What follows belongs to an exercise in optimizing a design on an open flow for small area, a short achievable clock period and few clock cycles; a production flow would make more cautious choices.
Where RTL was checked, it was by simulation tests only, not by an equivalence proof against the original.
Power is estimated from default activity; no workload was simulated.

Setup of red:
## ALU_standard_calculator_n_bit
module ALU_standard_calculator_n_bit #(parameter n = 32)(
    input clk,
    input rst,
    input [2:0] op,
    input signed [n-1:0] a,
    input signed [n-1:0] b,
    output signed [2*n-1:0] result,
    output reg valid_result
);
For scale: roughly 2800 cells after synthesis, ~21000 um^2 of cells after synthesis.
clock: 18.0 ns
lec_check: 0
cap_margin: 20
core_margin: 2
core_utilization: 40
slew_margin: 20
standard.sh (not shown) runs the stock make flow with config.mk's settings and CLKGATE_MAP_FILE= SYNTH_SCRIPT=/design/flow/synth_recipe.tcl, a recipe that flattens the netlist after the stock synthesis.
==> flow/flow/run.sh <==
#!/bin/bash
set -euo pipefail
bash standard.sh "BUFFER_PORTS_ARGS=-buffer_cell sky130_fd_sc_hd__buf_1" \
  SETUP_SLACK_MARGIN=10.5 TNS_END_PERCENT=10 finish > standard_flow.log 2>&1
Here is what was changed in the inputs of blue compared with red.
==> flow/flow/run.sh <==
#!/bin/bash
set -euo pipefail
bash standard.sh "BUFFER_PORTS_ARGS=-buffer_cell sky130_fd_sc_hd__buf_1" \
  SETUP_SLACK_MARGIN=12 TNS_END_PERCENT=0 finish > standard_flow.log 2>&1
## What came out
Taking red as the reference, in blue data arrival time of the critical path now smaller, clock buffer count in the final layout now smaller, synthesis-to-layout area growth now larger, total routed wirelength now larger, final period utilization now smaller. Of red and blue, blue shows the higher total design power, with red below it.
No run of this note included a check of the RTL's function; only the layout flow was run.

---

ALU_standard_calculator_n_bit, a different RTL version from the one above (not shown whole).
For scale: roughly 2600 cells after synthesis, about 130 flip-flops, roughly 20000 µm² of cells after synthesis.
export LEC_CHECK = 0
export CAP_MARGIN = 20
export CORE_MARGIN = 2
export CORE_UTILIZATION = 40
export SLEW_MARGIN = 20
create_clock -name core_clock -period 18.0 [get_ports {clk}]
==> flow/flow/run.sh <==
#!/bin/bash
set -euo pipefail
bash standard.sh SETUP_SLACK_MARGIN=12 finish > standard_flow.log 2>&1
Next try:
==> flow/run.sh (new file) <==
#!/bin/bash
# synth_recipe.tcl (not shown) runs the flow's synth.tcl, then flattens the netlist and writes it again
# the make line also repeats each setting of config.mk as NAME=value (left out here)
make -C /OpenROAD-flow-scripts/flow DESIGN_CONFIG=/design/flow/config.mk WORK_HOME=/design/flow/orfs CLKGATE_MAP_FILE= SYNTH_SCRIPT=/design/flow/synth_recipe.tcl finish
removed: flow/flow/run.sh
removed: flow/standard.sh
The changed run completed without violations.
Synthesized area stays the same.
Non-clock buffer count falls by 198.
Register-to-register slack loses 2.3 ns.
Worst setup slack loses 2.2 ns.
Routed wire length went down by roughly a tenth.
Die area stays the same.
Flip-flop and latch count is unchanged.
No functional check of the RTL was part of any run of this note.

---

The RTL this note starts from:
==> flow/design.v <==
module ALU_standard_calculator_n_bit #(parameter n = 32)(
    input clk,
    input rst,
    input [2:0] op,
    input signed [n-1:0] a,
    input signed [n-1:0] b,
    output signed [2*n-1:0] result,
    output reg valid_result
);
    localparam W = 40;                
    reg [31:0] H, L;                  
    reg        hs;                    
    reg [31:0] A;                     
    reg        busy;                  
    reg        mmul;                  
    reg        bc;                    
    reg        sq;                    
    reg        dz;                    
    reg        dfirst;                
    reg        dneg;                  
    reg [4:0]  cnt;
    reg [5:0]  lenA, lenB;            
    assign result = {H | {32{hs}}, L};
    wire op_sub = (op == 3'b001);
    wire op_mul = (op == 3'b010);
    wire op_div = (op == 3'b011);
    wire op_and = (op == 3'b100);
    wire op_not = (op == 3'b111);
    wire op_log = op[2];
    wire sa = a[31];
    wire sb = b[31];
    wire [31:0] xa = a ^ {32{sa}};
    wire [31:0] xb = b ^ {32{sb}};
    wire [31:0] x1 = op_div ? xa : a;
    wire [31:0] y1 = op[2] ? b | {32{op[1] & op[0]}} : (b ^ {32{op[0]}}) & {32{~op[1]}};
    wire        c1 = op_sub | (op_div & sa);
    wire [31:0] pg = x1 ^ y1;
    wire [31:0] gg = x1 & y1;
    wire [31:0] lg = (pg & {32{~op_and}}) | (gg & {32{~op[1]}});
    function [31:0] smear;
        input [31:0] x;
        reg [31:0] v;
        begin
            v = x;
            v = v | {1'b0, v[31:1]};
            v = v | {2'b0, v[31:2]};
            v = v | {4'b0, v[31:4]};
            v = v | {8'b0, v[31:8]};
            v = v | {16'b0, v[31:16]};
            smear = v;
        end
    endfunction
    function [5:0] smlen;
        input [31:0] m;
        reg [31:0] h;
        reg [4:0] k;
        integer i;
        begin
            h = m & ~{1'b0, m[31:1]};
            k = 5'd0;
            for (i = 0; i < 32; i = i + 1)
                k = k | (h[i] ? i[4:0] : 5'd0);
            smlen = m[0] ? {1'b0, k} + 6'd1 : 6'd0;
        end
    endfunction
    wire [31:0] smA = smear(xa);
    wire [31:0] smB = smear(xb);
    wire [31:0] smA1 = sa ? {smA[30:0], 1'b1} : smA;    
    wire early = |(smB & ~smA1);                        
    wire [6:0] mq = {1'b0, lenA} - {1'b0, lenB} + 7'd1;
    wire [7:0] mone;
    assign mone[0] = (mq == 1);
    assign mone[1] = (mq == 2);
    assign mone[2] = (mq == 3);
    assign mone[3] = (mq == 4);
    assign mone[4] = (mq == 5) || (mq == 6);
    assign mone[5] = (mq >= 7) && (mq <= 9);
    assign mone[6] = (mq >= 10) && (mq <= 12);
    assign mone[7] = (mq >= 13);
    wire [4:0] dcnt = {mone[7], mone[5] | mone[6] | mone[7], mone[4] | mone[7],      
                       mone[2] | mone[3] | mone[6] | mone[7],
                       mone[1] | mone[3] | mone[4] | mone[6] | mone[7]};
    wire [7:0] msel = mone;
    wire dlast = dfirst ? mone[0] : (cnt == 0);         
    wire [31:0] rinit = msel[0] ? {1'b0,  L[31:1]} :
                        msel[1] ? {2'b0,  L[31:2]} :
                        msel[2] ? {3'b0,  L[31:3]} :
                        msel[3] ? {4'b0,  L[31:4]} :
                        msel[4] ? {6'b0,  L[31:6]} :
                        msel[5] ? {9'b0,  L[31:9]} :
                        msel[6] ? {12'b0, L[31:12]} : 32'b0;
    wire dbit = |(msel & {L[31], L[11], L[8], L[5], L[3], L[2], L[1], L[0]});
    wire [31:0] mask = {{20{msel[7]}}, {3{msel[7] | msel[6]}}, {3{|msel[7:5]}},
                        {2{|msel[7:4]}}, |msel[7:3], |msel[7:2], |msel[7:1], 1'b1};
    wire [31:0] rsrc = dfirst ? rinit : H;             
    wire        rneg_ = rsrc[31];                        
    wire dstep = ~mmul & ~dneg;
    wire [8:0] mb = {L[7:0], bc};
    reg  [3:0] rone, rtwo, rneg;
    integer j;
    always @(*) begin
        for (j = 0; j < 4; j = j + 1) begin
            rone[j] = mmul & (mb[2*j+1] ^ mb[2*j]);
            rtwo[j] = mmul & ((mb[2*j+2] & ~mb[2*j+1] & ~mb[2*j]) | (~mb[2*j+2] & mb[2*j+1] & mb[2*j]));
            rneg[j] = mmul & mb[2*j+2] & ~(mb[2*j+1] & mb[2*j]);
        end
        rone[0] = rone[0] | dstep;
        rneg[0] = rneg[0] | (dstep & (~A[31] ^ rneg_));
    end
    function [33:0] bpp;              
        input one, two, neg;
        input [31:0] m;
        begin
            bpp = (one ? {m[31], m[31], m} : two ? {m[31], m, 1'b0} : 34'b0) ^ {34{neg}};
        end
    endfunction
    wire [33:0] pp0 = bpp(rone[0], rtwo[0], rneg[0], A);
    wire [33:0] pp1 = bpp(rone[1], rtwo[1], rneg[1], A);
    wire [33:0] pp2 = bpp(rone[2], rtwo[2], rneg[2], A);
    wire [33:0] pp3 = bpp(rone[3], rtwo[3], rneg[3], A);
    wire n3 = rneg[3];
    wire [33:0] hrow = dstep ? {~rsrc[31], rsrc, dbit} : {~H[31], H[31], H};
    wire [W-1:0] hr = {6'b0, hrow};
    wire [W-1:0] r0 = {6'b010101, ~pp0[33], pp0[32:0]};
    wire [W-1:0] r1 = {4'b0, ~pp1[33], pp1[32:0], n3, rneg[0]};
    wire [W-1:0] r2 = {2'b0, ~pp2[33], pp2[32:0], n3, rneg[1], n3, n3};
    wire [W-1:0] r3 = {~pp3[33], pp3[32:0], n3, rneg[2], n3, n3, n3, n3};
    wire [W-1:0] s1 = r1 ^ r2 ^ r3;
    wire [W-1:0] k1 = {((r1 & r2) | (r1 & r3) | (r2 & r3)), n3};
    wire [W-1:0] s2 = s1 ^ k1 ^ r0;
    wire [W-1:0] k2 = {((s1 & k1) | (s1 & r0) | (k1 & r0)), n3};
    wire [W-1:0] s3 = s2 ^ k2 ^ hr;
    wire [W-1:0] k3 = {((s2 & k2) | (s2 & hr) | (k2 & hr)), n3};
    wire [33:0] f1 = {x1[31] & ~op_div, x1, c1} + {y1[31], y1, c1};    
    wire [32:0] fsum = f1[33:1];
    wire [W:0] sum1 = {s3, n3 | dneg} + {k3, n3 | dneg};
    wire [W-1:0] sum = sum1[W:1];
    wire ge = ~sum[31];                                 
    wire [31:0] qn = {L[30:0], ge} & mask;              
    always @(posedge clk) begin
        A <= b;
        if (!busy) begin
            mmul <= op_mul;
            bc <= 1'b0;
            sq <= sa ^ sb;
            dz <= (b == 0);
            dfirst <= 1'b1;
            lenA <= smlen(smA1);
            lenB <= smlen(smB);
            cnt <= 5'd3;
            H <= 32'b0;
            hs <= op_log ? lg[31] : fsum[32] & ~op[1];
            L <= op_log ? lg : fsum[31:0] & {32{~(op_div & early)}};
        end else if (!valid_result) begin
            if (mmul) begin
                H <= sum[W-1:8];
                L <= {sum[7:0], L[31:8]};
                bc <= L[7];
                cnt <= cnt - 5'd1;
            end else if (dneg) begin
                H <= 32'b0;
                hs <= sum[31];
                L <= sum[31:0];
            end else begin
                dfirst <= 1'b0;
                H <= dlast ? (sq ? ~qn : 32'b0) : sum[31:0];
                L <= qn;
                cnt <= (dfirst ? dcnt : cnt) - 5'd1;
            end
        end
    end
    always @(posedge clk or posedge rst) begin
        if (rst) begin
            busy <= 1'b0;
            valid_result <= 1'b0;
            dneg <= 1'b0;
        end else begin
            busy <= 1'b1;
            if (!busy) begin
                valid_result <= !(op_mul || (op_div && !early));
            end else if (!valid_result) begin
                if (mmul) begin
                    if (cnt == 0) valid_result <= 1'b1;
                end else if (dneg) begin
                    valid_result <= 1'b1;
                end else if (dlast && !dz) begin
                    if (sq) dneg <= 1'b1;
                    else valid_result <= 1'b1;
                end
            end
        end
    end
endmodule
==> flow/config.mk <==
export PLATFORM = sky130hd
export DESIGN_NAME = ALU_standard_calculator_n_bit
export DESIGN_NICKNAME = ALU_standard_calculator_n_bit
export VERILOG_FILES = /design/flow/design.v
export SDC_FILE = /design/flow/constraint.sdc
export NUM_CORES = 4
export LEC_CHECK = 0
export CAP_MARGIN = 20
export CORE_MARGIN = 2
export CORE_UTILIZATION = 40
export SLEW_MARGIN = 20
==> flow/constraint.sdc <==
create_clock -name core_clock -period 18.0 [get_ports {clk}]
set_input_delay 3.6000 -clock core_clock [delete_from_list [all_inputs] [get_ports {clk}]]
set_output_delay 3.6000 -clock core_clock [all_outputs]
set_load 0.01 [all_outputs]
==> flow/flow/run.sh <==
#!/bin/bash
set -euo pipefail
bash standard.sh "BUFFER_PORTS_ARGS=-buffer_cell sky130_fd_sc_hd__buf_1" \
  SETUP_SLACK_MARGIN=10.75 TNS_END_PERCENT=10 finish > standard_flow.log 2>&1
The starting point completed without violations.
Testbench counts at the start, summed over its fixed seeds: cycles 13,608.
Edit:
==> flow/flow/run.sh (replaced) <==
#!/bin/bash
set -euo pipefail
bash standard.sh "BUFFER_PORTS_ARGS=-buffer_cell sky130_fd_sc_hd__buf_1" \
  SETUP_SLACK_MARGIN=10.5 TNS_END_PERCENT=10 finish > standard_flow.log 2>&1
CAP_MARGIN = 10   (was 20)
SLEW_MARGIN = 10   (was 20)
- utilization came out lower by 0.78 points
- wire length came out lower by 2.6%
- global-route usage came out lower by 0.54 points
- clock skew stays flat

---

Starts from the design.v that is shown in full above.
clock: 18.0 ns
lec_check: 0
cap_margin: 20
core_margin: 2
core_utilization: 40
slew_margin: 20
==> flow/flow/run.sh <==
#!/bin/bash
set -euo pipefail
bash standard.sh "BUFFER_PORTS_ARGS=-buffer_cell sky130_fd_sc_hd__buf_1" \
  SETUP_SLACK_MARGIN=11 TNS_END_PERCENT=10 finish > standard_flow.log 2>&1
Testbench counts at the start, summed over its fixed seeds: cycles 13,608.
Rerun with:
==> flow/flow/run.sh (replaced) <==
#!/bin/bash
set -euo pipefail
bash standard.sh "BUFFER_PORTS_ARGS=-buffer_cell sky130_fd_sc_hd__buf_1" \
  SETUP_SLACK_MARGIN=10.5 TNS_END_PERCENT=10 finish > standard_flow.log 2>&1
Effect:
- global-route usage shrinks by 0.68 points
- wire length shrinks slightly
- count of clock-buffer cells in the layout shrinks by 1
Rerun with:
--- a/flow/config.mk
+++ b/flow/config.mk
@@ -10,2 +10,3 @@
 export CORE_UTILIZATION = 40
+export PLACE_DENSITY = 0.65
 export SLEW_MARGIN = 20
=> Sequential share of layout area stays flat. Clock-buffer cell count does not change. Design area shrinks by 0.35%. Utilization shrinks by 0.15 points.
Rerun with:
==> flow/flow/run.sh (replaced) <==
#!/bin/bash
set -euo pipefail
bash standard.sh "BUFFER_PORTS_ARGS=-buffer_cell sky130_fd_sc_hd__buf_1" \
  SETUP_SLACK_MARGIN=10.5 TNS_END_PERCENT=0 finish > standard_flow.log 2>&1
--- a/flow/config.mk
+++ b/flow/config.mk
@@ -10,3 +10,2 @@
 export CORE_UTILIZATION = 40
-export PLACE_DENSITY = 0.65
 export SLEW_MARGIN = 20
The new run completed without violations.
Core utilization hardly moves.
Area after synthesis is unchanged.
Die area stays the same.
Non-clock buffer count came out higher by 6.
Setup slack gains 0.022 ns.
Rerun with:
==> flow/flow/run.sh (replaced) <==
#!/bin/bash
set -euo pipefail
bash standard.sh "BUFFER_PORTS_ARGS=-buffer_cell sky130_fd_sc_hd__buf_1" \
  SETUP_SLACK_MARGIN=10.25 TNS_END_PERCENT=10 finish > standard_flow.log 2>&1
Outcome: The changed run passed the timing, DRC and antenna checks; worst setup slack got worse by 0.21 ns; via count is higher by 0.44%; final area is lower by about 0.6%.

---

ALU_standard_calculator_n_bit, a different RTL version from the one above (not shown whole).
For scale: about 2,800 cells after synthesis, roughly 130 flip-flops, about 130 I/O pins, ~21,000 um2 of cells after synthesis.
Settings: LEC_CHECK=0, CAP_MARGIN=20, CORE_MARGIN=2, CORE_UTILIZATION=40, CTS_BUF_LIST=sky130_fd_sc_hd__clkbuf_4 sky130_fd_sc_hd__clkbuf_8, SLEW_MARGIN=20; clock period 18.0 ns.
==> flow/flow/run.sh <==
#!/bin/bash
set -euo pipefail
bash standard.sh "BUFFER_PORTS_ARGS=-buffer_cell sky130_fd_sc_hd__buf_1" \
  SETUP_SLACK_MARGIN=12 TNS_END_PERCENT=10 finish > standard_flow.log 2>&1
The starting point produced a clean layout.
Then changed:
--- a/flow/config.mk
+++ b/flow/config.mk
@@ -11 +10,0 @@
-export CTS_BUF_LIST = sky130_fd_sc_hd__clkbuf_4 sky130_fd_sc_hd__clkbuf_8
Outcome: The changed run produced a clean layout. Core utilization is higher by 0.66 points. Design area climbs by about 1.4%. First-iteration DRC count came out lower by 0.83%. Global-route usage rose by 0.48 points.
No functional check of the RTL was part of any run of this note.

---

== run 2 ==
Another version of the RTL of ALU_standard_calculator_n_bit (not shown whole).
Size: ~2400 cells after synthesis, roughly 120 flip-flops.
export LEC_CHECK = 0
export CAP_MARGIN = 20
export CORE_MARGIN = 2
export CORE_UTILIZATION = 40
export SLEW_MARGIN = 20
create_clock -name core_clock -period 18.0 [get_ports {clk}]
==> flow/flow/run.sh <==
#!/bin/bash
set -euo pipefail
bash standard.sh SETUP_SLACK_MARGIN=12 finish > standard_flow.log 2>&1
The final layout from run 2, which completed every stage, passed the timing, DRC and antenna checks at the end of the flow.
Testbench counts of run 2, summed over its fixed seeds: cycles 15,928.
diff inputs: run 2 => run 4
==> flow/run.sh (new file) <==
#!/bin/bash
# synth_recipe.tcl (not shown) runs the flow's synth.tcl, then flattens the netlist and writes it again
# the make line also repeats each setting of config.mk as NAME=value (left out here)
make -C /OpenROAD-flow-scripts/flow DESIGN_CONFIG=/design/flow/config.mk WORK_HOME=/design/flow/orfs CLKGATE_MAP_FILE= SYNTH_SCRIPT=/design/flow/synth_recipe.tcl finish
removed: flow/flow/run.sh
removed: flow/standard.sh
Findings:
Run 2 → run 4: number of non-clock buffers in the layout lost 146; switching part of the total picked up an extra 1.6 points. A end of the critical path of L[23]$_DFFE_PP_ is what run 4 shows, while L[9]$_DFFE_PP_ belongs to run 2. Number of gates resized after cts (higher): run 2.

-- what the ideal ports hide --
Ports are ideal in the flow. The routed layouts listed here were re-timed in OpenROAD.
Step 1: set_driving_cell puts a clkbuf_16 on clk and a buf_2 on each other input, an assumption about the parent block.
Step 2 moves the port delays by t, midway between the first and last clock arrival at a register: inputs arrive t later, outputs are due t later. That takes back most of the time a late clock gives input paths.
a / b / c = ideal / step 1 / step 2; a / b = the first two.
run | shift t [ns] | setup WS [ns] | latest minus earliest clock arrival (ns) | worst data-port slew with drivers (ns)
red | 0.504 | 10.542 / 10.549 / 10.045 | 0.014 / 0.013 | 0.09
blue | 0.518 | 10.781 / 10.762 / 10.244 | 0.021 / 0.021 | 0.08
the first run of note 2 | 0.516 | 10.648 / 10.650 / 10.134 | 0.012 / 0.012 | 0.07
the second run of note 2 | 0.524 | 8.474 / 8.508 / 7.990 | 0.011 / 0.011 | 0.04
the first run of note 3 | 0.510 | 10.825 / 10.862 / 10.352 | 0.017 / 0.017 | 0.06
the second run of note 3 | 0.501 | 10.572 / 10.572 / 10.203 | 0.014 / 0.014 | 0.06
the first run of note 4 | 0.504 | 10.912 / 10.912 / 10.483 | 0.020 / 0.020 | 0.07
the second run of note 4 | 0.504 | 10.703 / 10.722 / 10.230 | 0.015 / 0.015 | 0.05
the third run of note 4 | 0.491 | 10.605 / 10.642 / 10.151 | 0.015 / 0.014 | 0.08
the fourth run of note 4 | 0.502 | 10.627 / 10.642 / 10.166 | 0.016 / 0.016 | 0.07
the fifth run of note 4 | 0.502 | 10.412 / 10.412 / 9.964 | 0.013 / 0.013 | 0.05
the first run of note 5 | 0.613 | 10.527 / 10.527 / 10.134 | 0.029 / 0.029 | 0.06
the second run of note 5 | 0.546 | 10.676 / 10.716 / 10.170 | 0.022 / 0.022 | 0.05
run 2 | 0.508 | 9.278 / 9.291 / 8.783 | 0.010 / 0.009 | 0.15
run 4 | 0.508 | 6.994 / 7.027 / 6.518 | 0.013 / 0.013 | 0.04
After both steps every run listed still meets setup and hold. The setup slack of blue, which loses most, moves by -0.019 ns with the drivers and by -0.537 ns with both steps.
